This design comes from an exercise in tuning for small area and few clock cycles on the open sky130 flow, not from production work. Function was checked by simulation only, so behaviour that the tests miss may differ from the original.

==> flow/design.v <==
module IOTDF( clk, rst, in_en, iot_in, fn_sel, busy, valid, iot_out);
input          clk;
input          rst;
input          in_en;
input  [7:0]   iot_in;
input  [2:0]   fn_sel;
output         busy;
output         valid;
output [127:0] iot_out;
reg [10 : 0] cnt;        
wire [3 : 0] k   = cnt[3 : 0];
wire [6 : 0] blk = cnt[10 : 4];
reg m_enc, m_dec, m_des, m_crc, m_mm, m_min;
always @ (posedge clk)
begin
	m_enc <= (fn_sel == 3'd1);
	m_dec <= (fn_sel == 3'd2);
	m_des <= (fn_sel == 3'd1) | (fn_sel == 3'd2);
	m_crc <= (fn_sel == 3'd3);
	m_mm  <= (fn_sel == 3'd4) | (fn_sel == 3'd5);
	m_min <= fn_sel[0];
end
reg [127 : 0] A, X, Y;
reg           stl;      
reg           s_x;      
reg           a_hi;     
reg           q_x;      
reg           sh_px;    
reg           sh_qa;    
reg           f_a, f_c;
reg [1 : 0]   crc;
wire last  = (k == 4'd15);
wire [2 : 0] bi = blk[2 : 0];
wire g_first = (bi == 3'd0) & !stl;   
wire g_last  = (bi == 3'd7);          
wire a_ok  = (bi[2 : 1] != 2'd0);     
wire c_ok  = (bi != 3'd0);            
wire [7 : 0] a_b;
wire [7 : 0] x_o = X[7 : 0];
wire [7 : 0] y_o = Y[7 : 0];
reg [7 : 0] x_in, y_in;
always @ (*)
begin
	x_in = 8'd0;
	y_in = iot_in;
	if (m_des)
		x_in = iot_in;
	else if (m_mm)
	begin
		if (stl)
		begin
			x_in = sh_px ? x_o : y_o;
			y_in = sh_qa ? a_b : x_o;
		end
		else if (g_first)
			x_in = q_x ? x_o : y_o;
		else if (g_last)
			x_in = s_x ? y_o : x_o;
		else
		begin
			x_in = s_x ? iot_in : x_o;
			y_in = s_x ? y_o : iot_in;
		end
	end
end
wire [127 : 0] x_nx = {x_in, X[127 : 8]};
always @ (posedge clk)
begin
	X <= x_nx;
	Y <= {y_in, Y[127 : 8]};
end
MAXMIN_BYTE u_abyte (.st(A), .k(k), .b(a_b));
wire [7 : 0] c_b = s_x ? y_o : x_o;
wire b_a, b_c;
MAXMIN u_cmp_a (.nb(iot_in), .sb(a_b), .first(k == 4'd0), .better(f_a), .min(m_min), .better_nx(b_a));
MAXMIN u_cmp_c (.nb(iot_in), .sb(c_b), .first(k == 4'd0), .better(f_c), .min(m_min), .better_nx(b_c));
wire worse_a = !a_ok | !a_hi;
wire r_a = worse_a & (!a_ok | b_a);
wire r_c = !worse_a & (!c_ok | b_c);
wire p_a = a_hi & !b_a;
wire p_c = !a_hi & !b_c;
wire p_n = !p_a & !p_c;
wire stall = p_n | (p_c & !b_a);
always @ (posedge clk)
begin
	f_a <= b_a;
	f_c <= b_c;
	if (last)
	begin
		if (g_first | r_a)
			s_x <= 1'b1;
		else if (r_c)
			s_x <= !s_x;
		if (!g_first & !g_last & r_a)
			a_hi <= s_x ? b_c : !b_c;
		else if (!g_first & !g_last & r_c)
			a_hi <= !b_a;
		if (g_last)
		begin
			q_x   <= p_a & !b_c;
			sh_px <= p_c;
			sh_qa <= p_c | a_hi;
		end
	end
end
wire       run  = in_en | (cnt != 11'd0);
wire [3 : 0] k_nx = run ? k + 4'd1 : k;
reg  [3 : 0] rot;
always @ (posedge clk)
begin
	if (m_enc)
		rot <= (k_nx == 4'd0 || k_nx == 4'd1 || k_nx == 4'd8 || k_nx == 4'd15) ? 4'b0001 : 4'b0010;
	else if (m_dec)
		rot <= (k_nx == 4'd0 || k_nx == 4'd7 || k_nx == 4'd14 || k_nx == 4'd15) ? 4'b0100 : 4'b1000;
	else
		case (k_nx)
			4'd0, 4'd1, 4'd6, 4'd8, 4'd10, 4'd12, 4'd14: rot <= 4'b0001;
			4'd2: rot <= 4'b1000;
			4'd3: rot <= 4'b0010;
			default: rot <= 4'b0100;
		endcase
end
wire [127 : 0] a_nx, a_view, a_ld;
DES_ROUND u_round (.st(A), .rot(rot), .enc(m_enc), .f_on(m_des), .nx(a_nx), .view(a_view));
DES_LOAD  u_load  (.blk(x_nx), .st(a_ld));
wire load = last & (m_des | m_crc | (m_mm & (stl | g_first | (g_last ? (p_c & b_a) : r_a))));
always @ (posedge clk)
begin
	A <= load ? a_ld : a_nx;
end
wire [1 : 0] crc_nx;
CRC u_crc (.k(k), .iot_in(iot_in), .crc((k == 4'd0) ? 2'd0 : crc), .crc_nx(crc_nx));
always @ (posedge clk)
begin
	crc <= crc_nx;
end
always @ (posedge clk or posedge rst)
begin
	if (rst)
	begin
		cnt <= 11'd0;
		stl <= 1'b0;
	end
	else if (run)
	begin
		cnt[3 : 0] <= cnt[3 : 0] + 4'd1;
		if (last)
		begin
			if (!stl)
				cnt[10 : 4] <= cnt[10 : 4] + 7'd1;
			stl <= m_mm & g_last & !stl & stall;
		end
	end
end
wire in_1_64 = (blk != 7'd0) & (!blk[6] | (blk[5 : 0] == 6'd0));
assign valid = (m_des & last & in_1_64)
             | (m_crc & (k == 4'd0) & in_1_64)
             | (m_mm & (k == 4'd2) & !stl & (bi[2 : 1] == 2'd0) & (blk >= 7'd8) & (blk <= 7'd65));
assign iot_out = {a_view[127 : 3], m_crc ? {crc, 1'b0} : a_view[2 : 0]};
assign busy = m_mm & ((stl & !last) | (last & g_last & !stl & stall));
endmodule
module DES_ROUND
(
	input  [127 : 0] st,       
	input  [3 : 0]   rot,      
	input            enc,      
	input            f_on,     
	output [127 : 0] nx,       
	output [127 : 0] view      
);
wire [27 : 0] c = st[119 : 92];
wire [27 : 0] d = st[91 : 64];
wire [27 : 0] cn = ({28{rot[0]}} & {c[26 : 0], c[27]})
                 | ({28{rot[1]}} & {c[25 : 0], c[27 : 26]})
                 | ({28{rot[2]}} & {c[0], c[27 : 1]})
                 | ({28{rot[3]}} & {c[1 : 0], c[27 : 2]});
wire [27 : 0] dn = ({28{rot[0]}} & {d[26 : 0], d[27]})
                 | ({28{rot[1]}} & {d[25 : 0], d[27 : 26]})
                 | ({28{rot[2]}} & {d[0], d[27 : 1]})
                 | ({28{rot[3]}} & {d[1 : 0], d[27 : 2]});
wire [47 : 0] k  = PC2(enc ? {cn, dn} : {c, d});
wire [31 : 0] fo = F(st[31 : 0], k) & {32{f_on}};
wire [63 : 0] lr = {st[31 : 0], st[63 : 32] ^ fo};
assign nx   = {st[127 : 120], cn, dn, lr};
assign view = {inv_key({st[127 : 120], cn, dn}), final_ciphertext({lr[31 : 0], lr[63 : 32]})};
function automatic [63 : 0] inv_key;
	input [63 : 0] cipher_key;
	begin
		inv_key = 
		{
			cipher_key[48], cipher_key[40], cipher_key[32], cipher_key[ 0], cipher_key[ 4], cipher_key[12], cipher_key[20], cipher_key[63],
			cipher_key[49], cipher_key[41], cipher_key[33], cipher_key[ 1], cipher_key[ 5], cipher_key[13], cipher_key[21], cipher_key[62],
			cipher_key[50], cipher_key[42], cipher_key[34], cipher_key[ 2], cipher_key[ 6], cipher_key[14], cipher_key[22], cipher_key[61],
			cipher_key[51], cipher_key[43], cipher_key[35], cipher_key[ 3], cipher_key[ 7], cipher_key[15], cipher_key[23], cipher_key[60],
			cipher_key[52], cipher_key[44], cipher_key[36], cipher_key[28], cipher_key[ 8], cipher_key[16], cipher_key[24], cipher_key[59],
			cipher_key[53], cipher_key[45], cipher_key[37], cipher_key[29], cipher_key[ 9], cipher_key[17], cipher_key[25], cipher_key[58],
			cipher_key[54], cipher_key[46], cipher_key[38], cipher_key[30], cipher_key[10], cipher_key[18], cipher_key[26], cipher_key[57],
			cipher_key[55], cipher_key[47], cipher_key[39], cipher_key[31], cipher_key[11], cipher_key[19], cipher_key[27], cipher_key[56]
		};
	end
endfunction
function automatic [63 : 0] final_ciphertext;
	input [63 : 0] ciphertext;
	begin
		final_ciphertext = 
		{
			ciphertext[24], ciphertext[56], ciphertext[16], ciphertext[48], ciphertext[ 8], ciphertext[40], ciphertext[ 0], ciphertext[32],
			ciphertext[25], ciphertext[57], ciphertext[17], ciphertext[49], ciphertext[ 9], ciphertext[41], ciphertext[ 1], ciphertext[33],
			ciphertext[26], ciphertext[58], ciphertext[18], ciphertext[50], ciphertext[10], ciphertext[42], ciphertext[ 2], ciphertext[34],
			ciphertext[27], ciphertext[59], ciphertext[19], ciphertext[51], ciphertext[11], ciphertext[43], ciphertext[ 3], ciphertext[35],
			ciphertext[28], ciphertext[60], ciphertext[20], ciphertext[52], ciphertext[12], ciphertext[44], ciphertext[ 4], ciphertext[36],
			ciphertext[29], ciphertext[61], ciphertext[21], ciphertext[53], ciphertext[13], ciphertext[45], ciphertext[ 5], ciphertext[37],
			ciphertext[30], ciphertext[62], ciphertext[22], ciphertext[54], ciphertext[14], ciphertext[46], ciphertext[ 6], ciphertext[38],
			ciphertext[31], ciphertext[63], ciphertext[23], ciphertext[55], ciphertext[15], ciphertext[47], ciphertext[ 7], ciphertext[39]
		};
	end
endfunction
function automatic [47 : 0] PC2;
	input [55 : 0] cipher_key;
	begin
		PC2 = 
		{
			cipher_key[42], cipher_key[39], cipher_key[45], cipher_key[32], cipher_key[55], cipher_key[51], cipher_key[53], cipher_key[28],
			cipher_key[41], cipher_key[50], cipher_key[35], cipher_key[46], cipher_key[33], cipher_key[37], cipher_key[44], cipher_key[52],
			cipher_key[30], cipher_key[48], cipher_key[40], cipher_key[49], cipher_key[29], cipher_key[36], cipher_key[43], cipher_key[54],
			cipher_key[15], cipher_key[ 4], cipher_key[25], cipher_key[19], cipher_key[ 9], cipher_key[ 1], cipher_key[26], cipher_key[16],
			cipher_key[ 5], cipher_key[11], cipher_key[23], cipher_key[ 8], cipher_key[12], cipher_key[ 7], cipher_key[17], cipher_key[ 0],
			cipher_key[22], cipher_key[ 3], cipher_key[10], cipher_key[14], cipher_key[ 6], cipher_key[20], cipher_key[27], cipher_key[24]
		};
	end
endfunction
function automatic [31 : 0] P;
	input [31 : 0] box_text;
	begin
		P =
		{
			box_text[16], box_text[25], box_text[12], box_text[11], box_text[ 3], box_text[20], box_text[ 4], box_text[15],
			box_text[31], box_text[17], box_text[ 9], box_text[ 6], box_text[27], box_text[14], box_text[ 1], box_text[22],
			box_text[30], box_text[24], box_text[ 8], box_text[18], box_text[ 0], box_text[ 5], box_text[29], box_text[23],
			box_text[13], box_text[19], box_text[ 2], box_text[26], box_text[10], box_text[21], box_text[28], box_text[ 7]
		};
	end
endfunction
function automatic [31 : 0] F;
	input [31 : 0] R;
	input [47 : 0] K;
	reg [47 : 0] F_0;
	begin
		F_0 = expansion(R) ^ K;
		F = P
		({
			S_BOX_1(F_0[47 : 42]), S_BOX_2(F_0[41 : 36]), S_BOX_3(F_0[35 : 30]), S_BOX_4(F_0[29 : 24]),
			S_BOX_5(F_0[23 : 18]), S_BOX_6(F_0[17 : 12]), S_BOX_7(F_0[11 :  6]) ,S_BOX_8(F_0[ 5 :  0])
		});
	end
endfunction
function automatic [47 : 0] expansion;
	input [31 : 0] text;
	begin
		expansion =
		{
			text[ 0], text[31], text[30], text[29], text[28], text[27], text[28], text[27],
			text[26], text[25], text[24], text[23], text[24], text[23], text[22], text[21],
			text[20], text[19], text[20], text[19], text[18], text[17], text[16], text[15],
			text[16], text[15], text[14], text[13], text[12], text[11], text[12], text[11],
			text[10], text[ 9], text[ 8], text[ 7], text[ 8], text[ 7], text[ 6], text[ 5],
			text[ 4], text[ 3], text[ 4], text[ 3], text[ 2], text[ 1], text[ 0], text[31]
		};
	end
endfunction
function automatic [3 : 0] S_BOX_8;
	input [5 : 0] i_data;
	begin
		case ({i_data[5], i_data[0]})
			2'b00:  
			begin
				case (i_data[4 : 1])
					4'd0: S_BOX_8 = 4'd13;
					4'd1: S_BOX_8 = 4'd2;
					4'd2: S_BOX_8 = 4'd8;
					4'd3: S_BOX_8 = 4'd4;
					4'd4: S_BOX_8 = 4'd6;
					4'd5: S_BOX_8 = 4'd15;
					4'd6: S_BOX_8 = 4'd11;
					4'd7: S_BOX_8 = 4'd1;
					4'd8: S_BOX_8 = 4'd10;
					4'd9: S_BOX_8 = 4'd9;
					4'd10: S_BOX_8 = 4'd3;
					4'd11: S_BOX_8 = 4'd14;
					4'd12: S_BOX_8 = 4'd5;
					4'd13: S_BOX_8 = 4'd0;
					4'd14: S_BOX_8 = 4'd12;
					4'd15: S_BOX_8 = 4'd7;
				endcase
			end
			2'b01:  
			begin
				case (i_data[4 : 1])
					4'd0: S_BOX_8 = 4'd1;
					4'd1: S_BOX_8 = 4'd15;
					4'd2: S_BOX_8 = 4'd13;
					4'd3: S_BOX_8 = 4'd8;
					4'd4: S_BOX_8 = 4'd10;
					4'd5: S_BOX_8 = 4'd3;
					4'd6: S_BOX_8 = 4'd7;
					4'd7: S_BOX_8 = 4'd4;
					4'd8: S_BOX_8 = 4'd12;
					4'd9: S_BOX_8 = 4'd5;
					4'd10: S_BOX_8 = 4'd6;
					4'd11: S_BOX_8 = 4'd11;
					4'd12: S_BOX_8 = 4'd0;
					4'd13: S_BOX_8 = 4'd14;
					4'd14: S_BOX_8 = 4'd9;
					4'd15: S_BOX_8 = 4'd2;
				endcase
			end
			2'b10:
			begin
				case (i_data[4 : 1])
					4'd0: S_BOX_8 = 4'd7;
					4'd1: S_BOX_8 = 4'd11;
					4'd2: S_BOX_8 = 4'd4;
					4'd3: S_BOX_8 = 4'd1;
					4'd4: S_BOX_8 = 4'd9;
					4'd5: S_BOX_8 = 4'd12;
					4'd6: S_BOX_8 = 4'd14;
					4'd7: S_BOX_8 = 4'd2;
					4'd8: S_BOX_8 = 4'd0;
					4'd9: S_BOX_8 = 4'd6;
					4'd10: S_BOX_8 = 4'd10;
					4'd11: S_BOX_8 = 4'd13;
					4'd12: S_BOX_8 = 4'd15;
					4'd13: S_BOX_8 = 4'd3;
					4'd14: S_BOX_8 = 4'd5;
					4'd15: S_BOX_8 = 4'd8;
				endcase
			end
			2'b11:  
			begin
				case (i_data[4 : 1])
					4'd0: S_BOX_8 = 4'd2;
					4'd1: S_BOX_8 = 4'd1;
					4'd2: S_BOX_8 = 4'd14;
					4'd3: S_BOX_8 = 4'd7;
					4'd4: S_BOX_8 = 4'd4;
					4'd5: S_BOX_8 = 4'd10;
					4'd6: S_BOX_8 = 4'd8;
					4'd7: S_BOX_8 = 4'd13;
					4'd8: S_BOX_8 = 4'd15;
					4'd9: S_BOX_8 = 4'd12;
					4'd10: S_BOX_8 = 4'd9;
					4'd11: S_BOX_8 = 4'd0;
					4'd12: S_BOX_8 = 4'd3;
					4'd13: S_BOX_8 = 4'd5;
					4'd14: S_BOX_8 = 4'd6;
					4'd15: S_BOX_8 = 4'd11;
				endcase
			end
		endcase
	end
endfunction
function automatic [3 : 0] S_BOX_7;
	input [5 : 0] i_data;
	begin
		case ({i_data[5], i_data[0]})
			2'b00:  
			begin
				case (i_data[4 : 1])
					4'd0: S_BOX_7 = 4'd4;
					4'd1: S_BOX_7 = 4'd11;
					4'd2: S_BOX_7 = 4'd2;
					4'd3: S_BOX_7 = 4'd14;
					4'd4: S_BOX_7 = 4'd15;
					4'd5: S_BOX_7 = 4'd0;
					4'd6: S_BOX_7 = 4'd8;
					4'd7: S_BOX_7 = 4'd13;
					4'd8: S_BOX_7 = 4'd3;
					4'd9: S_BOX_7 = 4'd12;
					4'd10: S_BOX_7 = 4'd9;
					4'd11: S_BOX_7 = 4'd7;
					4'd12: S_BOX_7 = 4'd5;
					4'd13: S_BOX_7 = 4'd10;
					4'd14: S_BOX_7 = 4'd6;
					4'd15: S_BOX_7 = 4'd1;
				endcase
			end
			2'b01:  
			begin
				case (i_data[4 : 1])
					4'd0: S_BOX_7 = 4'd13;
					4'd1: S_BOX_7 = 4'd0;
					4'd2: S_BOX_7 = 4'd11;
					4'd3: S_BOX_7 = 4'd7;
					4'd4: S_BOX_7 = 4'd4;
					4'd5: S_BOX_7 = 4'd9;
					4'd6: S_BOX_7 = 4'd1;
					4'd7: S_BOX_7 = 4'd10;
					4'd8: S_BOX_7 = 4'd14;
					4'd9: S_BOX_7 = 4'd3;
					4'd10: S_BOX_7 = 4'd5;
					4'd11: S_BOX_7 = 4'd12;
					4'd12: S_BOX_7 = 4'd2;
					4'd13: S_BOX_7 = 4'd15;
					4'd14: S_BOX_7 = 4'd8;
					4'd15: S_BOX_7 = 4'd6;
				endcase
			end
			2'b10:  
			begin
				case (i_data[4 : 1])
					4'd0: S_BOX_7 = 4'd1;
					4'd1: S_BOX_7 = 4'd4;
					4'd2: S_BOX_7 = 4'd11;
					4'd3: S_BOX_7 = 4'd13;
					4'd4: S_BOX_7 = 4'd12;
					4'd5: S_BOX_7 = 4'd3;
					4'd6: S_BOX_7 = 4'd7;
					4'd7: S_BOX_7 = 4'd14;
					4'd8: S_BOX_7 = 4'd10;
					4'd9: S_BOX_7 = 4'd15;
					4'd10: S_BOX_7 = 4'd6;
					4'd11: S_BOX_7 = 4'd8;
					4'd12: S_BOX_7 = 4'd0;
					4'd13: S_BOX_7 = 4'd5;
					4'd14: S_BOX_7 = 4'd9;
					4'd15: S_BOX_7 = 4'd2;
				endcase
			end
			2'b11:  
			begin
				case (i_data[4 : 1])
					4'd0: S_BOX_7 = 4'd6;
					4'd1: S_BOX_7 = 4'd11;
					4'd2: S_BOX_7 = 4'd13;
					4'd3: S_BOX_7 = 4'd8;
					4'd4: S_BOX_7 = 4'd1;
					4'd5: S_BOX_7 = 4'd4;
					4'd6: S_BOX_7 = 4'd10;
					4'd7: S_BOX_7 = 4'd7;
					4'd8: S_BOX_7 = 4'd9;
					4'd9: S_BOX_7 = 4'd5;
					4'd10: S_BOX_7 = 4'd0;
					4'd11: S_BOX_7 = 4'd15;
					4'd12: S_BOX_7 = 4'd14;
					4'd13: S_BOX_7 = 4'd2;
					4'd14: S_BOX_7 = 4'd3;
					4'd15: S_BOX_7 = 4'd12;
				endcase
			end
		endcase
	end
endfunction
function automatic [3 : 0] S_BOX_6;
	input [5 : 0] i_data;
	begin
		case ({i_data[5], i_data[0]})
			2'b00:  
			begin
				case (i_data[4 : 1])
					4'd0: S_BOX_6 = 4'd12;
					4'd1: S_BOX_6 = 4'd1;
					4'd2: S_BOX_6 = 4'd10;
					4'd3: S_BOX_6 = 4'd15;
					4'd4: S_BOX_6 = 4'd9;
					4'd5: S_BOX_6 = 4'd2;
					4'd6: S_BOX_6 = 4'd6;
					4'd7: S_BOX_6 = 4'd8;
					4'd8: S_BOX_6 = 4'd0;
					4'd9: S_BOX_6 = 4'd13;
					4'd10: S_BOX_6 = 4'd3;
					4'd11: S_BOX_6 = 4'd4;
					4'd12: S_BOX_6 = 4'd14;
					4'd13: S_BOX_6 = 4'd7;
					4'd14: S_BOX_6 = 4'd5;
					4'd15: S_BOX_6 = 4'd11;
				endcase
			end
			2'b01:  
			begin
				case (i_data[4 : 1])
					4'd0: S_BOX_6 = 4'd10;
					4'd1: S_BOX_6 = 4'd15;
					4'd2: S_BOX_6 = 4'd4;
					4'd3: S_BOX_6 = 4'd2;
					4'd4: S_BOX_6 = 4'd7;
					4'd5: S_BOX_6 = 4'd12;
					4'd6: S_BOX_6 = 4'd9;
					4'd7: S_BOX_6 = 4'd5;
					4'd8: S_BOX_6 = 4'd6;
					4'd9: S_BOX_6 = 4'd1;
					4'd10: S_BOX_6 = 4'd13;
					4'd11: S_BOX_6 = 4'd14;
					4'd12: S_BOX_6 = 4'd0;
					4'd13: S_BOX_6 = 4'd11;
					4'd14: S_BOX_6 = 4'd3;
					4'd15: S_BOX_6 = 4'd8;
				endcase
			end
			2'b10:  
			begin
				case (i_data[4 : 1])
					4'd0: S_BOX_6 = 4'd9;
					4'd1: S_BOX_6 = 4'd14;
					4'd2: S_BOX_6 = 4'd15;
					4'd3: S_BOX_6 = 4'd5;
					4'd4: S_BOX_6 = 4'd2;
					4'd5: S_BOX_6 = 4'd8;
					4'd6: S_BOX_6 = 4'd12;
					4'd7: S_BOX_6 = 4'd3;
					4'd8: S_BOX_6 = 4'd7;
					4'd9: S_BOX_6 = 4'd0;
					4'd10: S_BOX_6 = 4'd4;
					4'd11: S_BOX_6 = 4'd10;
					4'd12: S_BOX_6 = 4'd1;
					4'd13: S_BOX_6 = 4'd13;
					4'd14: S_BOX_6 = 4'd11;
					4'd15: S_BOX_6 = 4'd6;
				endcase
			end
			2'b11:  
			begin
				case (i_data[4 : 1])
					4'd0: S_BOX_6 = 4'd4;
					4'd1: S_BOX_6 = 4'd3;
					4'd2: S_BOX_6 = 4'd2;
					4'd3: S_BOX_6 = 4'd12;
					4'd4: S_BOX_6 = 4'd9;
					4'd5: S_BOX_6 = 4'd5;
					4'd6: S_BOX_6 = 4'd15;
					4'd7: S_BOX_6 = 4'd10;
					4'd8: S_BOX_6 = 4'd11;
					4'd9: S_BOX_6 = 4'd14;
					4'd10: S_BOX_6 = 4'd1;
					4'd11: S_BOX_6 = 4'd7;
					4'd12: S_BOX_6 = 4'd6;
					4'd13: S_BOX_6 = 4'd0;
					4'd14: S_BOX_6 = 4'd8;
					4'd15: S_BOX_6 = 4'd13;
				endcase
			end
		endcase
	end
endfunction
function automatic [3 : 0] S_BOX_5;
	input [5 : 0] i_data;
	begin
		case ({i_data[5], i_data[0]})
			2'b00:  
			begin
				case (i_data[4 : 1])
					4'd0: S_BOX_5 = 4'd2;
					4'd1: S_BOX_5 = 4'd12;
					4'd2: S_BOX_5 = 4'd4;
					4'd3: S_BOX_5 = 4'd1;
					4'd4: S_BOX_5 = 4'd7;
					4'd5: S_BOX_5 = 4'd10;
					4'd6: S_BOX_5 = 4'd11;
					4'd7: S_BOX_5 = 4'd6;
					4'd8: S_BOX_5 = 4'd8;
					4'd9: S_BOX_5 = 4'd5;
					4'd10: S_BOX_5 = 4'd3;
					4'd11: S_BOX_5 = 4'd15;
					4'd12: S_BOX_5 = 4'd13;
					4'd13: S_BOX_5 = 4'd0;
					4'd14: S_BOX_5 = 4'd14;
					4'd15: S_BOX_5 = 4'd9;
				endcase
			end
			2'b01:  
			begin
				case (i_data[4 : 1])
					4'd0: S_BOX_5 = 4'd14;
					4'd1: S_BOX_5 = 4'd11;
					4'd2: S_BOX_5 = 4'd2;
					4'd3: S_BOX_5 = 4'd12;
					4'd4: S_BOX_5 = 4'd4;
					4'd5: S_BOX_5 = 4'd7;
					4'd6: S_BOX_5 = 4'd13;
					4'd7: S_BOX_5 = 4'd1;
					4'd8: S_BOX_5 = 4'd5;
					4'd9: S_BOX_5 = 4'd0;
					4'd10: S_BOX_5 = 4'd15;
					4'd11: S_BOX_5 = 4'd10;
					4'd12: S_BOX_5 = 4'd3;
					4'd13: S_BOX_5 = 4'd9;
					4'd14: S_BOX_5 = 4'd8;
					4'd15: S_BOX_5 = 4'd6;
				endcase
			end
			2'b10:  
			begin
				case (i_data[4 : 1])
					4'd0: S_BOX_5 = 4'd4;
					4'd1: S_BOX_5 = 4'd2;
					4'd2: S_BOX_5 = 4'd1;
					4'd3: S_BOX_5 = 4'd11;
					4'd4: S_BOX_5 = 4'd10;
					4'd5: S_BOX_5 = 4'd13;
					4'd6: S_BOX_5 = 4'd7;
					4'd7: S_BOX_5 = 4'd8;
					4'd8: S_BOX_5 = 4'd15;
					4'd9: S_BOX_5 = 4'd9;
					4'd10: S_BOX_5 = 4'd12;
					4'd11: S_BOX_5 = 4'd5;
					4'd12: S_BOX_5 = 4'd6;
					4'd13: S_BOX_5 = 4'd3;
					4'd14: S_BOX_5 = 4'd0;
					4'd15: S_BOX_5 = 4'd14;
				endcase
			end
			2'b11:  
			begin
				case (i_data[4 : 1])
					4'd0: S_BOX_5 = 4'd11;
					4'd1: S_BOX_5 = 4'd8;
					4'd2: S_BOX_5 = 4'd12;
					4'd3: S_BOX_5 = 4'd7;
					4'd4: S_BOX_5 = 4'd1;
					4'd5: S_BOX_5 = 4'd14;
					4'd6: S_BOX_5 = 4'd2;
					4'd7: S_BOX_5 = 4'd13;
					4'd8: S_BOX_5 = 4'd6;
					4'd9: S_BOX_5 = 4'd15;
					4'd10: S_BOX_5 = 4'd0;
					4'd11: S_BOX_5 = 4'd9;
					4'd12: S_BOX_5 = 4'd10;
					4'd13: S_BOX_5 = 4'd4;
					4'd14: S_BOX_5 = 4'd5;
					4'd15: S_BOX_5 = 4'd3;
				endcase
			end
		endcase
	end
endfunction
function automatic [3 : 0] S_BOX_4;
	input [5 : 0] i_data;
	begin
		case ({i_data[5], i_data[0]})
			2'b00:  
			begin
				case (i_data[4 : 1])
					4'd0: S_BOX_4 = 4'd7;
					4'd1: S_BOX_4 = 4'd13;
					4'd2: S_BOX_4 = 4'd14;
					4'd3: S_BOX_4 = 4'd3;
					4'd4: S_BOX_4 = 4'd0;
					4'd5: S_BOX_4 = 4'd6;
					4'd6: S_BOX_4 = 4'd9;
					4'd7: S_BOX_4 = 4'd10;
					4'd8: S_BOX_4 = 4'd1;
					4'd9: S_BOX_4 = 4'd2;
					4'd10: S_BOX_4 = 4'd8;
					4'd11: S_BOX_4 = 4'd5;
					4'd12: S_BOX_4 = 4'd11;
					4'd13: S_BOX_4 = 4'd12;
					4'd14: S_BOX_4 = 4'd4;
					4'd15: S_BOX_4 = 4'd15;
				endcase
			end
			2'b01:  
			begin
				case (i_data[4 : 1])
					4'd0: S_BOX_4 = 4'd13;
					4'd1: S_BOX_4 = 4'd8;
					4'd2: S_BOX_4 = 4'd11;
					4'd3: S_BOX_4 = 4'd5;
					4'd4: S_BOX_4 = 4'd6;
					4'd5: S_BOX_4 = 4'd15;
					4'd6: S_BOX_4 = 4'd0;
					4'd7: S_BOX_4 = 4'd3;
					4'd8: S_BOX_4 = 4'd4;
					4'd9: S_BOX_4 = 4'd7;
					4'd10: S_BOX_4 = 4'd2;
					4'd11: S_BOX_4 = 4'd12;
					4'd12: S_BOX_4 = 4'd1;
					4'd13: S_BOX_4 = 4'd10;
					4'd14: S_BOX_4 = 4'd14;
					4'd15: S_BOX_4 = 4'd9;
				endcase
			end
			2'b10:  
			begin
				case (i_data[4 : 1])
					4'd0: S_BOX_4 = 4'd10;
					4'd1: S_BOX_4 = 4'd6;
					4'd2: S_BOX_4 = 4'd9;
					4'd3: S_BOX_4 = 4'd0;
					4'd4: S_BOX_4 = 4'd12;
					4'd5: S_BOX_4 = 4'd11;
					4'd6: S_BOX_4 = 4'd7;
					4'd7: S_BOX_4 = 4'd13;
					4'd8: S_BOX_4 = 4'd15;
					4'd9: S_BOX_4 = 4'd1;
					4'd10: S_BOX_4 = 4'd3;
					4'd11: S_BOX_4 = 4'd14;
					4'd12: S_BOX_4 = 4'd5;
					4'd13: S_BOX_4 = 4'd2;
					4'd14: S_BOX_4 = 4'd8;
					4'd15: S_BOX_4 = 4'd4;
				endcase
			end
			2'b11:  
			begin
				case (i_data[4 : 1])
					4'd0: S_BOX_4 = 4'd3;
					4'd1: S_BOX_4 = 4'd15;
					4'd2: S_BOX_4 = 4'd0;
					4'd3: S_BOX_4 = 4'd6;
					4'd4: S_BOX_4 = 4'd10;
					4'd5: S_BOX_4 = 4'd1;
					4'd6: S_BOX_4 = 4'd13;
					4'd7: S_BOX_4 = 4'd8;
					4'd8: S_BOX_4 = 4'd9;
					4'd9: S_BOX_4 = 4'd4;
					4'd10: S_BOX_4 = 4'd5;
					4'd11: S_BOX_4 = 4'd11;
					4'd12: S_BOX_4 = 4'd12;
					4'd13: S_BOX_4 = 4'd7;
					4'd14: S_BOX_4 = 4'd2;
					4'd15: S_BOX_4 = 4'd14;
				endcase
			end
		endcase
	end
endfunction
function automatic [3 : 0] S_BOX_3;
	input [5 : 0] i_data;
	begin
		case ({i_data[5], i_data[0]})
			2'b00:  
			begin
				case (i_data[4 : 1])
					4'd0: S_BOX_3 = 4'd10;
					4'd1: S_BOX_3 = 4'd0;
					4'd2: S_BOX_3 = 4'd9;
					4'd3: S_BOX_3 = 4'd14;
					4'd4: S_BOX_3 = 4'd6;
					4'd5: S_BOX_3 = 4'd3;
					4'd6: S_BOX_3 = 4'd15;
					4'd7: S_BOX_3 = 4'd5;
					4'd8: S_BOX_3 = 4'd1;
					4'd9: S_BOX_3 = 4'd13;
					4'd10: S_BOX_3 = 4'd12;
					4'd11: S_BOX_3 = 4'd7;
					4'd12: S_BOX_3 = 4'd11;
					4'd13: S_BOX_3 = 4'd4;
					4'd14: S_BOX_3 = 4'd2;
					4'd15: S_BOX_3 = 4'd8;
				endcase
			end
			2'b01:  
			begin
				case (i_data[4 : 1])
					4'd0: S_BOX_3 = 4'd13;
					4'd1: S_BOX_3 = 4'd7;
					4'd2: S_BOX_3 = 4'd0;
					4'd3: S_BOX_3 = 4'd9;
					4'd4: S_BOX_3 = 4'd3;
					4'd5: S_BOX_3 = 4'd4;
					4'd6: S_BOX_3 = 4'd6;
					4'd7: S_BOX_3 = 4'd10;
					4'd8: S_BOX_3 = 4'd2;
					4'd9: S_BOX_3 = 4'd8;
					4'd10: S_BOX_3 = 4'd5;
					4'd11: S_BOX_3 = 4'd14;
					4'd12: S_BOX_3 = 4'd12;
					4'd13: S_BOX_3 = 4'd11;
					4'd14: S_BOX_3 = 4'd15;
					4'd15: S_BOX_3 = 4'd1;
				endcase
			end
			2'b10:  
			begin
				case (i_data[4 : 1])
					4'd0: S_BOX_3 = 4'd13;
					4'd1: S_BOX_3 = 4'd6;
					4'd2: S_BOX_3 = 4'd4;
					4'd3: S_BOX_3 = 4'd9;
					4'd4: S_BOX_3 = 4'd8;
					4'd5: S_BOX_3 = 4'd15;
					4'd6: S_BOX_3 = 4'd3;
					4'd7: S_BOX_3 = 4'd0;
					4'd8: S_BOX_3 = 4'd11;
					4'd9: S_BOX_3 = 4'd1;
					4'd10: S_BOX_3 = 4'd2;
					4'd11: S_BOX_3 = 4'd12;
					4'd12: S_BOX_3 = 4'd5;
					4'd13: S_BOX_3 = 4'd10;
					4'd14: S_BOX_3 = 4'd14;
					4'd15: S_BOX_3 = 4'd7;
				endcase
			end
			2'b11:  
			begin
				case (i_data[4 : 1])
					4'd0: S_BOX_3 = 4'd1;
					4'd1: S_BOX_3 = 4'd10;
					4'd2: S_BOX_3 = 4'd13;
					4'd3: S_BOX_3 = 4'd0;
					4'd4: S_BOX_3 = 4'd6;
					4'd5: S_BOX_3 = 4'd9;
					4'd6: S_BOX_3 = 4'd8;
					4'd7: S_BOX_3 = 4'd7;
					4'd8: S_BOX_3 = 4'd4;
					4'd9: S_BOX_3 = 4'd15;
					4'd10: S_BOX_3 = 4'd14;
					4'd11: S_BOX_3 = 4'd3;
					4'd12: S_BOX_3 = 4'd11;
					4'd13: S_BOX_3 = 4'd5;
					4'd14: S_BOX_3 = 4'd2;
					4'd15: S_BOX_3 = 4'd12;
				endcase
			end
		endcase
	end
endfunction
function automatic [3 : 0] S_BOX_2;
	input [5 : 0] i_data;
	begin
		case ({i_data[5], i_data[0]})
			2'b00:  
			begin
				case (i_data[4 : 1])
					4'd0: S_BOX_2 = 4'd15;
					4'd1: S_BOX_2 = 4'd1;
					4'd2: S_BOX_2 = 4'd8;
					4'd3: S_BOX_2 = 4'd14;
					4'd4: S_BOX_2 = 4'd6;
					4'd5: S_BOX_2 = 4'd11;
					4'd6: S_BOX_2 = 4'd3;
					4'd7: S_BOX_2 = 4'd4;
					4'd8: S_BOX_2 = 4'd9;
					4'd9: S_BOX_2 = 4'd7;
					4'd10: S_BOX_2 = 4'd2;
					4'd11: S_BOX_2 = 4'd13;
					4'd12: S_BOX_2 = 4'd12;
					4'd13: S_BOX_2 = 4'd0;
					4'd14: S_BOX_2 = 4'd5;
					4'd15: S_BOX_2 = 4'd10;
				endcase
			end
			2'b01:  
			begin
				case (i_data[4 : 1])
					4'd0: S_BOX_2 = 4'd3;
					4'd1: S_BOX_2 = 4'd13;
					4'd2: S_BOX_2 = 4'd4;
					4'd3: S_BOX_2 = 4'd7;
					4'd4: S_BOX_2 = 4'd15;
					4'd5: S_BOX_2 = 4'd2;
					4'd6: S_BOX_2 = 4'd8;
					4'd7: S_BOX_2 = 4'd14;
					4'd8: S_BOX_2 = 4'd12;
					4'd9: S_BOX_2 = 4'd0;
					4'd10: S_BOX_2 = 4'd1;
					4'd11: S_BOX_2 = 4'd10;
					4'd12: S_BOX_2 = 4'd6;
					4'd13: S_BOX_2 = 4'd9;
					4'd14: S_BOX_2 = 4'd11;
					4'd15: S_BOX_2 = 4'd5;
				endcase
			end
			2'b10:  
			begin
				case (i_data[4 : 1])
					4'd0: S_BOX_2 = 4'd0;
					4'd1: S_BOX_2 = 4'd14;
					4'd2: S_BOX_2 = 4'd7;
					4'd3: S_BOX_2 = 4'd11;
					4'd4: S_BOX_2 = 4'd10;
					4'd5: S_BOX_2 = 4'd4;
					4'd6: S_BOX_2 = 4'd13;
					4'd7: S_BOX_2 = 4'd1;
					4'd8: S_BOX_2 = 4'd5;
					4'd9: S_BOX_2 = 4'd8;
					4'd10: S_BOX_2 = 4'd12;
					4'd11: S_BOX_2 = 4'd6;
					4'd12: S_BOX_2 = 4'd9;
					4'd13: S_BOX_2 = 4'd3;
					4'd14: S_BOX_2 = 4'd2;
					4'd15: S_BOX_2 = 4'd15;
				endcase
			end
			2'b11:  
			begin
				case (i_data[4 : 1])
					4'd0: S_BOX_2 = 4'd13;
					4'd1: S_BOX_2 = 4'd8;
					4'd2: S_BOX_2 = 4'd10;
					4'd3: S_BOX_2 = 4'd1;
					4'd4: S_BOX_2 = 4'd3;
					4'd5: S_BOX_2 = 4'd15;
					4'd6: S_BOX_2 = 4'd4;
					4'd7: S_BOX_2 = 4'd2;
					4'd8: S_BOX_2 = 4'd11;
					4'd9: S_BOX_2 = 4'd6;
					4'd10: S_BOX_2 = 4'd7;
					4'd11: S_BOX_2 = 4'd12;
					4'd12: S_BOX_2 = 4'd0;
					4'd13: S_BOX_2 = 4'd5;
					4'd14: S_BOX_2 = 4'd14;
					4'd15: S_BOX_2 = 4'd9;
				endcase
			end
		endcase
	end
endfunction
function automatic [3 : 0] S_BOX_1;
	input [5 : 0] i_data;
	begin
		case ({i_data[5], i_data[0]})
			2'b00:  
			begin
				case (i_data[4 : 1])
					4'd0: S_BOX_1 = 4'd14;
					4'd1: S_BOX_1 = 4'd4;
					4'd2: S_BOX_1 = 4'd13;
					4'd3: S_BOX_1 = 4'd1;
					4'd4: S_BOX_1 = 4'd2;
					4'd5: S_BOX_1 = 4'd15;
					4'd6: S_BOX_1 = 4'd11;
					4'd7: S_BOX_1 = 4'd8;
					4'd8: S_BOX_1 = 4'd3;
					4'd9: S_BOX_1 = 4'd10;
					4'd10: S_BOX_1 = 4'd6;
					4'd11: S_BOX_1 = 4'd12;
					4'd12: S_BOX_1 = 4'd5;
					4'd13: S_BOX_1 = 4'd9;
					4'd14: S_BOX_1 = 4'd0;
					4'd15: S_BOX_1 = 4'd7;
				endcase
			end
			2'b01:  
			begin
				case (i_data[4 : 1])
					4'd0: S_BOX_1 = 4'd0;
					4'd1: S_BOX_1 = 4'd15;
					4'd2: S_BOX_1 = 4'd7;
					4'd3: S_BOX_1 = 4'd4;
					4'd4: S_BOX_1 = 4'd14;
					4'd5: S_BOX_1 = 4'd2;
					4'd6: S_BOX_1 = 4'd13;
					4'd7: S_BOX_1 = 4'd1;
					4'd8: S_BOX_1 = 4'd10;
					4'd9: S_BOX_1 = 4'd6;
					4'd10: S_BOX_1 = 4'd12;
					4'd11: S_BOX_1 = 4'd11;
					4'd12: S_BOX_1 = 4'd9;
					4'd13: S_BOX_1 = 4'd5;
					4'd14: S_BOX_1 = 4'd3;
					4'd15: S_BOX_1 = 4'd8;
				endcase
			end
			2'b10:  
			begin
				case (i_data[4 : 1])
					4'd0: S_BOX_1 = 4'd4;
					4'd1: S_BOX_1 = 4'd1;
					4'd2: S_BOX_1 = 4'd14;
					4'd3: S_BOX_1 = 4'd8;
					4'd4: S_BOX_1 = 4'd13;
					4'd5: S_BOX_1 = 4'd6;
					4'd6: S_BOX_1 = 4'd2;
					4'd7: S_BOX_1 = 4'd11;
					4'd8: S_BOX_1 = 4'd15;
					4'd9: S_BOX_1 = 4'd12;
					4'd10: S_BOX_1 = 4'd9;
					4'd11: S_BOX_1 = 4'd7;
					4'd12: S_BOX_1 = 4'd3;
					4'd13: S_BOX_1 = 4'd10;
					4'd14: S_BOX_1 = 4'd5;
					4'd15: S_BOX_1 = 4'd0;
				endcase
			end
			2'b11:  
			begin
				case (i_data[4 : 1])
					4'd0: S_BOX_1 = 4'd15;
					4'd1: S_BOX_1 = 4'd12;
					4'd2: S_BOX_1 = 4'd8;
					4'd3: S_BOX_1 = 4'd2;
					4'd4: S_BOX_1 = 4'd4;
					4'd5: S_BOX_1 = 4'd9;
					4'd6: S_BOX_1 = 4'd1;
					4'd7: S_BOX_1 = 4'd7;
					4'd8: S_BOX_1 = 4'd5;
					4'd9: S_BOX_1 = 4'd11;
					4'd10: S_BOX_1 = 4'd3;
					4'd11: S_BOX_1 = 4'd14;
					4'd12: S_BOX_1 = 4'd10;
					4'd13: S_BOX_1 = 4'd0;
					4'd14: S_BOX_1 = 4'd6;
					4'd15: S_BOX_1 = 4'd13;
				endcase
			end
		endcase
	end
endfunction
endmodule
module DES_LOAD
(
	input  [127 : 0] blk,
	output [127 : 0] st
);
assign st = {blk[120], blk[112], blk[104], blk[96], blk[88], blk[80], blk[72], blk[64],
             init_mainkey(blk[127 : 64]), init_plaintext(blk[63 : 0])};
function automatic [63 : 0] init_plaintext;
	input [63 : 0] plaintext;
	begin
		init_plaintext = 
		{
			plaintext[ 6], plaintext[14], plaintext[22], plaintext[30], plaintext[38], plaintext[46], plaintext[54], plaintext[62],
			plaintext[ 4], plaintext[12], plaintext[20], plaintext[28], plaintext[36], plaintext[44], plaintext[52], plaintext[60],
			plaintext[ 2], plaintext[10], plaintext[18], plaintext[26], plaintext[34], plaintext[42], plaintext[50], plaintext[58],
			plaintext[ 0], plaintext[ 8], plaintext[16], plaintext[24], plaintext[32], plaintext[40], plaintext[48], plaintext[56],
			plaintext[ 7], plaintext[15], plaintext[23], plaintext[31], plaintext[39], plaintext[47], plaintext[55], plaintext[63],
			plaintext[ 5], plaintext[13], plaintext[21], plaintext[29], plaintext[37], plaintext[45], plaintext[53], plaintext[61],
			plaintext[ 3], plaintext[11], plaintext[19], plaintext[27], plaintext[35], plaintext[43], plaintext[51], plaintext[59],
			plaintext[ 1], plaintext[ 9], plaintext[17], plaintext[25], plaintext[33], plaintext[41], plaintext[49], plaintext[57]
		};
	end
endfunction
function automatic [55 : 0] init_mainkey;
	input [63 : 0] mainkey;
	begin
		init_mainkey = 
		{
			mainkey[ 7], mainkey[15], mainkey[23], mainkey[31], mainkey[39], mainkey[47], mainkey[55],
			mainkey[63], mainkey[ 6], mainkey[14], mainkey[22], mainkey[30], mainkey[38], mainkey[46],
			mainkey[54], mainkey[62], mainkey[ 5], mainkey[13], mainkey[21], mainkey[29], mainkey[37],
			mainkey[45], mainkey[53], mainkey[61], mainkey[ 4], mainkey[12], mainkey[20], mainkey[28],
			mainkey[ 1], mainkey[ 9], mainkey[17], mainkey[25], mainkey[33], mainkey[41], mainkey[49],
			mainkey[57], mainkey[ 2], mainkey[10], mainkey[18], mainkey[26], mainkey[34], mainkey[42],
			mainkey[50], mainkey[58], mainkey[ 3], mainkey[11], mainkey[19], mainkey[27], mainkey[35],
			mainkey[43], mainkey[51], mainkey[59], mainkey[36], mainkey[44], mainkey[52], mainkey[60]
		};
	end
endfunction
endmodule
module DES_UNLOAD
(
	input  [127 : 0] st,
	output [127 : 0] blk
);
assign blk = {inv_key(st[127 : 64]), final_ciphertext(st[63 : 0])};
function automatic [63 : 0] inv_key;
	input [63 : 0] cipher_key;
	begin
		inv_key = 
		{
			cipher_key[48], cipher_key[40], cipher_key[32], cipher_key[ 0], cipher_key[ 4], cipher_key[12], cipher_key[20], cipher_key[63],
			cipher_key[49], cipher_key[41], cipher_key[33], cipher_key[ 1], cipher_key[ 5], cipher_key[13], cipher_key[21], cipher_key[62],
			cipher_key[50], cipher_key[42], cipher_key[34], cipher_key[ 2], cipher_key[ 6], cipher_key[14], cipher_key[22], cipher_key[61],
			cipher_key[51], cipher_key[43], cipher_key[35], cipher_key[ 3], cipher_key[ 7], cipher_key[15], cipher_key[23], cipher_key[60],
			cipher_key[52], cipher_key[44], cipher_key[36], cipher_key[28], cipher_key[ 8], cipher_key[16], cipher_key[24], cipher_key[59],
			cipher_key[53], cipher_key[45], cipher_key[37], cipher_key[29], cipher_key[ 9], cipher_key[17], cipher_key[25], cipher_key[58],
			cipher_key[54], cipher_key[46], cipher_key[38], cipher_key[30], cipher_key[10], cipher_key[18], cipher_key[26], cipher_key[57],
			cipher_key[55], cipher_key[47], cipher_key[39], cipher_key[31], cipher_key[11], cipher_key[19], cipher_key[27], cipher_key[56]
		};
	end
endfunction
function automatic [63 : 0] final_ciphertext;
	input [63 : 0] ciphertext;
	begin
		final_ciphertext = 
		{
			ciphertext[24], ciphertext[56], ciphertext[16], ciphertext[48], ciphertext[ 8], ciphertext[40], ciphertext[ 0], ciphertext[32],
			ciphertext[25], ciphertext[57], ciphertext[17], ciphertext[49], ciphertext[ 9], ciphertext[41], ciphertext[ 1], ciphertext[33],
			ciphertext[26], ciphertext[58], ciphertext[18], ciphertext[50], ciphertext[10], ciphertext[42], ciphertext[ 2], ciphertext[34],
			ciphertext[27], ciphertext[59], ciphertext[19], ciphertext[51], ciphertext[11], ciphertext[43], ciphertext[ 3], ciphertext[35],
			ciphertext[28], ciphertext[60], ciphertext[20], ciphertext[52], ciphertext[12], ciphertext[44], ciphertext[ 4], ciphertext[36],
			ciphertext[29], ciphertext[61], ciphertext[21], ciphertext[53], ciphertext[13], ciphertext[45], ciphertext[ 5], ciphertext[37],
			ciphertext[30], ciphertext[62], ciphertext[22], ciphertext[54], ciphertext[14], ciphertext[46], ciphertext[ 6], ciphertext[38],
			ciphertext[31], ciphertext[63], ciphertext[23], ciphertext[55], ciphertext[15], ciphertext[47], ciphertext[ 7], ciphertext[39]
		};
	end
endfunction
endmodule
module MAXMIN
(
	input  [7 : 0] nb,      
	input  [7 : 0] sb,      
	input          first,   
	input          better,  
	input          min,
	output         better_nx
);
assign better_nx = (nb != sb) ? ((nb > sb) ^ min) : (better & !first);
endmodule
module MAXMIN_BYTE
(
	input  [127 : 0] st,
	input  [3 : 0]   k,
	output [7 : 0]   b
);
localparam [31 : 0] ROT_AT = {2'd1, 2'd0, 2'd1, 2'd0, 2'd1, 2'd0, 2'd1, 2'd0,
                              2'd1, 2'd0, 2'd1, 2'd2, 2'd0, 2'd2, 2'd1, 2'd0};
wire [7 : 0] bk [15 : 0];
genvar i;
generate
	for (i = 0; i < 16; i = i + 1)
	begin : g_byte
		localparam integer R = ROT_AT[2 * i +: 2];
		wire [27 : 0] c = st[119 : 92];
		wire [27 : 0] d = st[91 : 64];
		wire [27 : 0] cu = (R == 0) ? c : (R == 1) ? {c[0], c[27 : 1]} : {c[1 : 0], c[27 : 2]};
		wire [27 : 0] du = (R == 0) ? d : (R == 1) ? {d[0], d[27 : 1]} : {d[1 : 0], d[27 : 2]};
		wire [63 : 0] lr = (i % 2) ? {st[31 : 0], st[63 : 32]} : st[63 : 0];
		wire [127 : 0] blk;
		DES_UNLOAD u_unload (.st({st[127 : 120], cu, du, lr}), .blk(blk));
		assign bk[i] = blk[8 * i +: 8];
	end
endgenerate
assign b = bk[k];
endmodule
module CRC
(
	input  [3 : 0] k,       
	input  [7 : 0] iot_in,
	input  [1 : 0] crc,     
	output [1 : 0] crc_nx
);
wire q0 = iot_in[0] ^ iot_in[3] ^ iot_in[6];
wire q1 = iot_in[1] ^ iot_in[4] ^ iot_in[7];
wire q2 = iot_in[2] ^ iot_in[5];
wire qa = q0 ^ q1 ^ q2;
reg  n1, n2;    
always @ (*)
begin
	case (k)
		4'd0, 4'd3, 4'd6, 4'd9, 4'd12, 4'd15: begin n1 = q2; n2 = q1; end   
		4'd2, 4'd5, 4'd8, 4'd11, 4'd14:       begin n1 = q1; n2 = q0; end   
		default:                              begin n1 = q0; n2 = q2; end   
	endcase
end
assign crc_nx = {crc[1] ^ qa ^ n2, crc[0] ^ qa ^ n1};
endmodule
==> flow/flow/run.sh <==
#!/bin/bash
# Own layout flow: the standard flow (standard.sh) with
#  - synthesis: the standard synthesis script, but ABC maps for area
#    (flow/abc_area.script: deepsyn restructuring, then amap) instead of ORFS's speed script; registers are
#    mapped by the same dfflibmap step, so they keep their names and cells;
#    the half/full adder extraction step is skipped (ADDER_MAP_FILE empty);
#  - port buffers: sky130_fd_sc_hd__buf_1 on every input and output port;
#  - clock tree: no dummy loads, fewer and larger leaf clusters.
# Every tool's output goes to flow_*.log in this folder.
set -euo pipefail
here=$(pwd)
{
  echo 'proc abc {args} {'
  echo '  set i [lsearch -exact $args -script]'
  echo "  if {\$i >= 0} { set args [lreplace \$args [expr {\$i + 1}] [expr {\$i + 1}] {$here/flow/abc_area.script}] }"
  echo '  yosys abc {*}$args'
  echo '}'
  cat synth_recipe.tcl
} > own_synth.tcl
sed -e 's#synth_recipe\.tcl#own_synth.tcl#g' -e 's#CLKGATE_MAP_FILE= #CLKGATE_MAP_FILE= ADDER_MAP_FILE= #' standard.sh > own_standard.sh
grep -q own_synth.tcl own_standard.sh
grep -q 'ADDER_MAP_FILE= ' own_standard.sh
export BUFFER_PORTS_ARGS="-buffer_cell sky130_fd_sc_hd__buf_1"
export CTS_ARGS="-sink_clustering_enable -repair_clock_nets -dont_use_dummy_load -buf_list {sky130_fd_sc_hd__clkbuf_16} -root_buf sky130_fd_sc_hd__clkbuf_16 -sink_clustering_size 25 -sink_clustering_max_diameter 70"
bash own_standard.sh > flow_orfs.log 2>&1
test -s out/final.def
==> flow/flow/abc_area.script <==
strash
&get -n
&deepsyn -T 60
&put
dch -f
amap
stime -p
==> flow/standard.sh <==
#!/bin/bash
# synth_recipe.tcl (not shown) runs the flow's synth.tcl, then flattens the netlist and writes it again
# the make line also repeats each setting of config.mk as NAME=value (left out here)
make -C /OpenROAD-flow-scripts/flow DESIGN_CONFIG=/design/flow/config.mk WORK_HOME=/design/flow/orfs CLKGATE_MAP_FILE= SYNTH_SCRIPT=/design/flow/synth_recipe.tcl "${@:-finish}"
==> flow/config.mk <==
export PLATFORM = sky130hd
export DESIGN_NAME = IOTDF
export DESIGN_NICKNAME = IOTDF
export VERILOG_FILES = /design/flow/design.v
export SDC_FILE = /design/flow/constraint.sdc
export NUM_CORES = 4
export LEC_CHECK = 0
export CAP_MARGIN = 20
export CORE_MARGIN = 2
export CORE_UTILIZATION = 50
export SLEW_MARGIN = 20
==> flow/constraint.sdc <==
create_clock -name core_clock -period 8.0 [get_ports {clk}]
set_input_delay 1.6000 -clock core_clock [delete_from_list [all_inputs] [get_ports {clk}]]
set_output_delay 1.6000 -clock core_clock [all_outputs]
set_load 0.01 [all_outputs]
==> flow_metrics.py, run 1 <==
metrics = {
    "timing": {
        "worst_pin_slew_ps": 1160,
        "final-setup-viol-count": 0,
        "finalMaxSlewViolations": 0,
        "max_slew_margin": 0.222,
        "fin_crit_sh": 0.920,
        "rsz0062_at_grt": "no",
        "fmax_mhz": 136,
        "clock-skew-final_ps": 78.7,
        "hold_viol": 0,
        "setup_tns_ps": 0,
        "min_period_ps": 7360,
    },
    "setup_path": {
        "worstReg2RegStart": "cnt[1]",
        "critPathKind": "flip-flop to output pin",
        "cp-end-kind": "output pin",
        "critPathTopFamily": "simple AND/OR/NAND/NOR gates",
        "cp_cell_sequence": "clkinv_1 > nor3_1 > clkinv_1 > o22ai_1 > a221oi_1 > o2111ai_1 > clkinv_1 > a22oi_1 > nand2_1 > nor2_1 > a211oi_1 > o22ai_1 > nor2_1 > a211oi_1 > a31oi_1 > nor2_1 > nand2_1 > nand4_1 > o21ai_0 > and2_0 > buf_1",
        "cp_max_fo": 7,
        "startpoint": "cnt[1]",
        "required_ps": 6400,
        "arrival_ps": 5760,
        "worst-path-stages": 21,
        "slowest_stage": "nor3_1",
        "cp_num_buf_inv": 4,
        "r2r_cells": 25,
        "r2r_slack_ps": 1230,
        "r2r-end": "A[28]",
        "startpoint_type": "flip-flop",
        "slowest_delay_ps": 980,
    },
    "detailed_routing": {
        "wirelength_mm": 61.6,
        "drc": 0,
        "ant_nets": 0,
        "drtIter0Drc": 2252,
        "viasPerCell": 6.26,
        "vias": 16700,
        "firstDrtPassIters": 8,
        "wire_per_inst_um": 23.0,
    },
    "min_path": {
        "hold_depth": 0,
        "worst_hold_startpoint": "Y[37]",
        "worstHoldPathType": "flip-flop to flip-flop",
        "hold_end": "Y[29]",
    },
    "placed_design": {
        "io_buffers": 143,
        "placed_cell_area_mm2": 0.0183,
        "dp_hpwl_mm": 47.1,
        "globalplace.congestion": 1.01,
    },
    "run": {
        "max_cap_viol_count": 0,
    },
    "global_route": {
        "use_met3": 0.0673,
        "antenna_found_initial": 1,
        "grtUsageTotal": 0.333,
        "grt_pass1_wl_mm": 91.5,
        "globalRouteMet1Util": 0.492,
        "overflow": 0,
        "grt_start_max_net_pins": 73,
        "met2_usage": 0.486,
        "busiest_layer": "met1",
        "grt_pass1_vias": 15200,
    },
    "run_status": {
        "status": "finished clean",
    },
    "die": {
        "ios": 144,
        "start_util": 0.509,
        "core-area_mm2": 0.0337,
        "row_count": 67,
        "die_w_um": 189,
        "die_y_um": 189,
        "dieArea_mm2": 0.0358,
    },
    "clock_network": {
        "clkLatencyLatePin_ps": 620,
        "postCtsSetupRepairBufs": 0,
        "cts_sinks": 415,
        "cts_buffer_depth": 3,
        "cts_tree": "yes",
        "ctsResizeCount": 0,
        "ctsHoldBuffers": 0,
        "clockRootBuffer": "clkbuf_16",
        "clkTransAtPathRegs_ps": 90,
        "htreeDepth": 1,
        "cts_inserted_buffers": 30,
    },
    "layout": {
        "final_util": 0.565,
        "final_area_mm2": 0.0190,
        "nets": 2245,
        "layout-drive-gt1-share": 0.0314,
        "nFillCells": 3223,
        "diodes": 0,
        "synthToLayoutAreaGrowth_pct": 10.9,
    },
    "logic_synthesis": {
        "ys_ff_latch": 415,
        "synth_cells": 2068,
        "netlist_area_mm2": 0.0172,
        "synthesis.nets": 2082,
        "async_flop_share": 0.0289,
        "yosys_warnings": 6,
        "synth-edff-count": 13,
        "seq_area_frac_synth": 0.495,
        "synth.distinct_cells": 50,
        "syn_avg_cell_area_um2": 8.30,
        "ys.flop_type": "dfxtp_1",
    },
}
## registers in the layout, indices dropped and copies added, names as in the netlist
name	cells
q_x	1
sh_qa	1
m_min	1
s_x	1
crc	2
m_crc	1
m_des	1
X	128
sh_px	1
rot	4
a_hi	1
m_enc	1
Y	128
m_mm	1
A	128
f_c	1
cnt	11
f_a	1
stl	1
m_dec	1
## worst max-delay path by stage
stage / endpoint / slack (ps)
global route: busy / 180
finish: busy / 640
CTS: iot_out[48] / 600
detailed placement: iot_out[48] / 1290
floorplan: A[84] / -70
global placement: iot_out[48] / 1320
## synthesized netlist by cell type (all sizes together) (3+ instances only)
cell     instances  area [µm²]
a211oi          14         105
clkinv         276        1040
o221a            5        56.3
nand3           13        65.1
a21oi          111         556
o22ai          140         876
nor2           348        1310
o311a            6        60.1
o32ai            4        35.0
a221o            5        50.1
or2             11        68.8
o21a            11        82.6
a2111oi          6        52.6
nor2b            7        43.8
o21ai          201        1010
a31oi           15        93.8
edfxtp          13         390
or3              7        43.8
a22oi           15         113
o311ai           4        35.0
nor4             4        25.0
o22a            17         149
dfrtp           12         300
and3             4        25.0
a221oi          41         359
o41ai            5        43.8
a311oi           3        26.3
a22o            45         394
nor3            49         245
o221ai          10        87.6
o211ai           5        37.5
xor2             7        61.3
dfxtp          390        7810
a222oi          37         370
o32a             7        70.1
buf             39         293
o2111a           3        33.8
nand2          157         589
o2111ai          7        61.3
## stage by stage
step	setup WS, ps	hold slack [ps]	instances
6_report	641	318	2677
5_1_grt	183	324	2677
4_1_cts	598	317	2677
3_5_place_dp	1290	312	2647
3_3_place_gp	1320	310	2647
2_1_floorplan	-73.3	310	2068
## final cells by class
class / instances / area [µm²] / share of cell area
Sequential cell: 415 / 8500 / 0.446
Multi-Input combinational cell: 1338 / 7400 / 0.389
Inverter: 276 / 1080 / 0.0565
Timing Repair Buffer: 170 / 752 / 0.0395
Clock buffer: 30 / 751 / 0.0394
Tap cell: 448 / 561 / 0.0294
## cells by family (layout without fill, tap and decap cells)
group	Yosys count	count (layout)	synth area share
compound gates	726	726	0.281
buf+inv	315	476	0.0774
xor+xnor	8	8	0.00408
flops	415	415	0.495
simple gates	604	604	0.142
## metal layers
layer	up-vias	routed length [µm]
met5	-	13
met3	152	6700
met2	1067	25400
met4	2	2210
met1	7791	27300
li1	7734	-
## cell usage in the layout, fill, tap and decap left out, types with 4 or more instances in the layout
master	netlist	routed
or2_0	11	11
a221oi_1	41	41
nor2_1	348	346
o211ai_1	5	5
o21ai_0	201	201
a21oi_1	111	111
clkbuf_16	0	30
o311a_1	6	6
buf_4	39	26
nand2_1	157	157
o41ai_1	5	4
o21a_1	11	11
nor4_1	4	4
edfxtp_1	13	13
o22a_1	17	17
or3_1	7	7
xor2_1	7	7
a222oi_1	37	37
nand3_1	13	13
a31oi_1	15	14
dfrtp_1	12	12
o32a_1	7	7
a22o_1	45	45
nor2b_1	7	7
dfxtp_1	390	389
o311ai_0	4	4
o221ai_1	10	10
clkinv_1	276	273
buf_1	0	143
a2111oi_0	6	4
a22oi_1	15	15
o2111ai_1	7	7
o22ai_1	140	139
a211oi_1	14	14
o221a_1	5	5
and3_1	4	4
a221o_1	5	5
nor3_1	49	47
o32ai_1	4	4
Testbench counts, summed over its fixed seeds: cycles 85,120.
==> run 2: changes to the inputs <==
--- a/flow/design.v
+++ b/flow/design.v
@@ -104,5 +104,5 @@
 	end
 end
-wire       run  = in_en | (cnt != 11'd0);
+wire       run  = (in_en | (cnt != 11'd0)) & (cnt != 11'h7FF);
 wire [3 : 0] k_nx = run ? k + 4'd1 : k;
 reg  [3 : 0] rot;
==> flow/flow/abc_area.script (replaced) <==
strash
&get -n
&deepsyn -T 150
&put
dch -f
amap
stime -p
--- a/flow/config.mk
+++ b/flow/config.mk
@@ -8,4 +8,4 @@
 export CAP_MARGIN = 20
 export CORE_MARGIN = 2
-export CORE_UTILIZATION = 50
+export CORE_UTILIZATION = 60
 export SLEW_MARGIN = 20
==> run 2 against run 1 <==
  * Routed wire length shrank 2.2%
  * Synthesized area is 0.69% higher
  * Die area shrank 16%
  * Flip-flop and latch count did not move
  * Critical path type unchanged
  * Critical endpoint unchanged
  * Largest cell class unchanged
  * Highest routed layer is now met4
==> flow_metrics.py, run 2 <==
metrics = {
    "timing": {
        "clock-skew-final_ps": 49.6,
        "finalMaxSlewViolations": 0,
        "hold_ws_ps": 300,
        "fmax_mhz": 132,
        "setup_tns_ps": 0,
        "min_period_ps": 7560,
        "rsz0062_at_grt": "no",
        "worst_pin_slew_ps": 1300,
        "fin_crit_sh": 0.945,
        "hold_viol": 0,
        "max_slew_margin": 0.127,
        "final-setup-viol-count": 0,
    },
    "setup_path": {
        "cp_cell_sequence": "clkinv_2 > nor3_1 > clkinv_1 > o22ai_1 > a2111o_1 > a2111oi_2 > a22o_1 > a2111oi_1 > o21ai_0 > nor2_1 > o2111a_1 > a211oi_1 > a31oi_1 > nor2_1 > nand2_1 > nand2_1 > a211oi_1 > a21oi_1 > nor2b_1 > buf_1",
        "startpoint_type": "flip-flop",
        "critPathKind": "flip-flop to output pin",
        "arrival_ps": 5960,
        "slowest_delay_ps": 1020,
        "slowest_stage": "nor3_1",
        "required_ps": 6400,
        "cp_max_fo": 7,
        "cp-end-kind": "output pin",
    },
    "logic_synthesis": {
        "syn_avg_cell_area_um2": 8.20,
        "synth.top_cell.area_share": 0.452,
        "async_flop_share": 0.0289,
        "synth_xor_area_frac": 0.00456,
        "synth-edff-count": 13,
        "synth.distinct_cells": 54,
        "synth_cells": 2109,
        "netlist.top_cell.by_area": "dfxtp_1",
        "synthesis.nets": 2123,
        "ys.flop_type": "dfxtp_1",
        "synthSimpleGateAreaFrac": 0.146,
        "synth_fa_ha_area_frac": 0,
        "yosys_warnings": 6,
        "synth-compound-area-share": 0.279,
        "synth_area_leaders": "dfxtp_1 (45%), nor2_1 (8.4%), o21ai_0 (6.2%)",
        "netlist_area_mm2": 0.0173,
        "synth_top_family_by_area": "compound AO/OA/AOI/OAI gates",
        "synthMuxAreaShare": 0,
        "ys_ff_latch": 415,
        "yosys-top-cells-count": "dfxtp_1 (390), nor2_1 (386), clkinv_1 (282)",
        "yosys.cell_count.top_type": "dfxtp_1",
        "seq_area_frac_synth": 0.492,
    },
    "clock_network": {
        "htreeDepth": 1,
        "clkLatencyLatePin_ps": 550,
        "postCtsSetupRepairBufs": 0,
        "clkTransAtPathRegs_ps": 90,
        "cts_inserted_buffers": 23,
        "ctsResizeCount": 0,
        "ctsHoldBuffers": 0,
        "clockRootBuffer": "clkbuf_16",
        "cts_tree": "yes",
        "cts_sinks": 415,
        "cts_buffer_depth": 3,
    },
    "die": {
        "dieArea_mm2": 0.0302,
        "die_y_um": 174,
        "start_util": 0.605,
        "core-area_mm2": 0.0285,
        "row_count": 62,
        "ios": 144,
        "die_w_um": 174,
    },
    "detailed_routing": {
        "viasPerCell": 6.51,
        "drtIter0Drc": 2524,
        "ant_nets": 0,
        "drc": 0,
        "firstDrtPassIters": 12,
        "wire_per_inst_um": 22.8,
        "wirelength_mm": 60.2,
        "vias": 17200,
    },
    "run_status": {
        "status": "finished clean",
    },
    "global_route": {
        "use_met3": 0.0765,
        "grt_start_max_net_pins": 94,
        "busiest_layer": "met2",
        "grtUsageTotal": 0.384,
        "globalRouteMet1Util": 0.520,
        "grt_pass1_wl_mm": 90.1,
        "antenna_found_initial": 0,
        "grt_pass1_vias": 15600,
        "overflow": 0,
        "met2_usage": 0.597,
    },
    "placed_design": {
        "placed_cell_area_mm2": 0.0183,
        "dp_hpwl_mm": 45.5,
        "io_buffers": 143,
        "globalplace.congestion": 1.04,
    },
    "layout": {
        "synthToLayoutAreaGrowth_pct": 9.00,
        "layout-drive-gt1-share": 0.0274,
        "final_util": 0.660,
        "final_cell_mix": "dfxtp_1 (389), nor2_1 (383), clkinv_1 (279)",
        "mostFrequentLayoutCell": "dfxtp_1",
        "largestRegisters": "A x128, X x128, Y x128",
        "nets": 2278,
        "final_area_mm2": 0.0188,
    },
    "run": {
        "max_cap_viol_count": 0,
    },
    "min_path": {
        "worstHoldPathType": "flip-flop to flip-flop",
    },
}
run 2: cell types whose count changed in the layout (fill, tap and decap cells not counted), moves of 6 or more:
cell	previous run	this run
a222oi_1	37	31
nor2_1	346	383
a211oi_1	14	21
clkinv_1	273	279
nand3_1	13	7
clkbuf_16	30	23
o21ai_0	201	214
run 2: metal layers:
layer	vias up	routed length, µm	share of wire
li1	7839	-	-
met1	7796	23300	0.39
met2	1330	25800	0.43
met3	254	7550	0.13
met4	0	3500	0.058
met5	-	0	0
run 2: cell families (layout without fill, tap and decap cells):
kind of cell    after synthesis  count (layout)
other cells                   0               1
simple gates                632             632
buf+inv                     321             474
flops                       415             415
compound gates              732             732
xor+xnor                      9               9
run 2: worst max-delay path, delay by kind of cell (launching register included):
kind / cells / cell delay [ps]
AOI/OAI and AO/OA: 11 / 2220
and+or+nand+nor: 6 / 1700
buffers and inverters: 3 / 980
DFF: 1 / 530
run 2: layout make-up:
cell class | count | area (µm²)
clock buffer | 23 | 576
sequential | 415 | 8500
tap | 384 | 480
fill | 2448 | 9710
timing repair buffer | 169 | 732
inverter | 282 | 1060
multi-input combinational | 1373 | 7490
antenna | 1 | 2.50
run 2: through the flow:
step	std cells	worst slack, ps
2_1_floorplan	2109	30.8
3_3_place_gp	2623	1360
3_5_place_dp	2623	1360
4_1_cts	2646	731
5_1_grt	2646	180
6_report	2647	437
run 2: path summary, 6_finish.rpt:
| kind | from | to | slack (ps) | cells after the start |
|---|---|---|---|---|
| max reg2reg | cnt[1] | A[47] | 1150 | 22 |
| max | cnt[1] | busy | 440 | 20 |
| min in group asynchronous | rst | cnt[6] | 970 | 2 |
| min | Y[120] | Y[112] | 300 | 0 |
| min reg2reg | Y[120] | Y[112] | 300 | 0 |
| max in group asynchronous | rst | cnt[0] | 6740 | 2 |
Testbench counts of run 2, summed over its fixed seeds: cycles 85,120.

what the ideal ports hide:
In the flow no input, the clock included, has a driving cell. The finished layouts below were timed again as built, in two steps.
Step 1 assumes that a clkbuf_16 drives the clock port and a buf_2 every other input.
Step 2 moves the port delays by t, midway between the first and last clock arrival at a register: inputs arrive t later, outputs are due t later. That takes back most of the time a late clock gives input paths.
Slacks: ideal / step 1 / step 2; pairs: ideal / step 1.
| run | shift t [ns] | setup slack, ns | slew at the worst register clock pin (ns) | cell pins on the clock port's net |
|---|---|---|---|---|
| run 1 | 0.633 | 0.641 / 0.585 / 1.217 | 0.09 / 0.09 | 1 |
| run 2 | 0.578 | 0.437 / 0.385 / 0.963 | 0.10 / 0.10 | 1 |
After both steps every run listed still meets setup and hold.
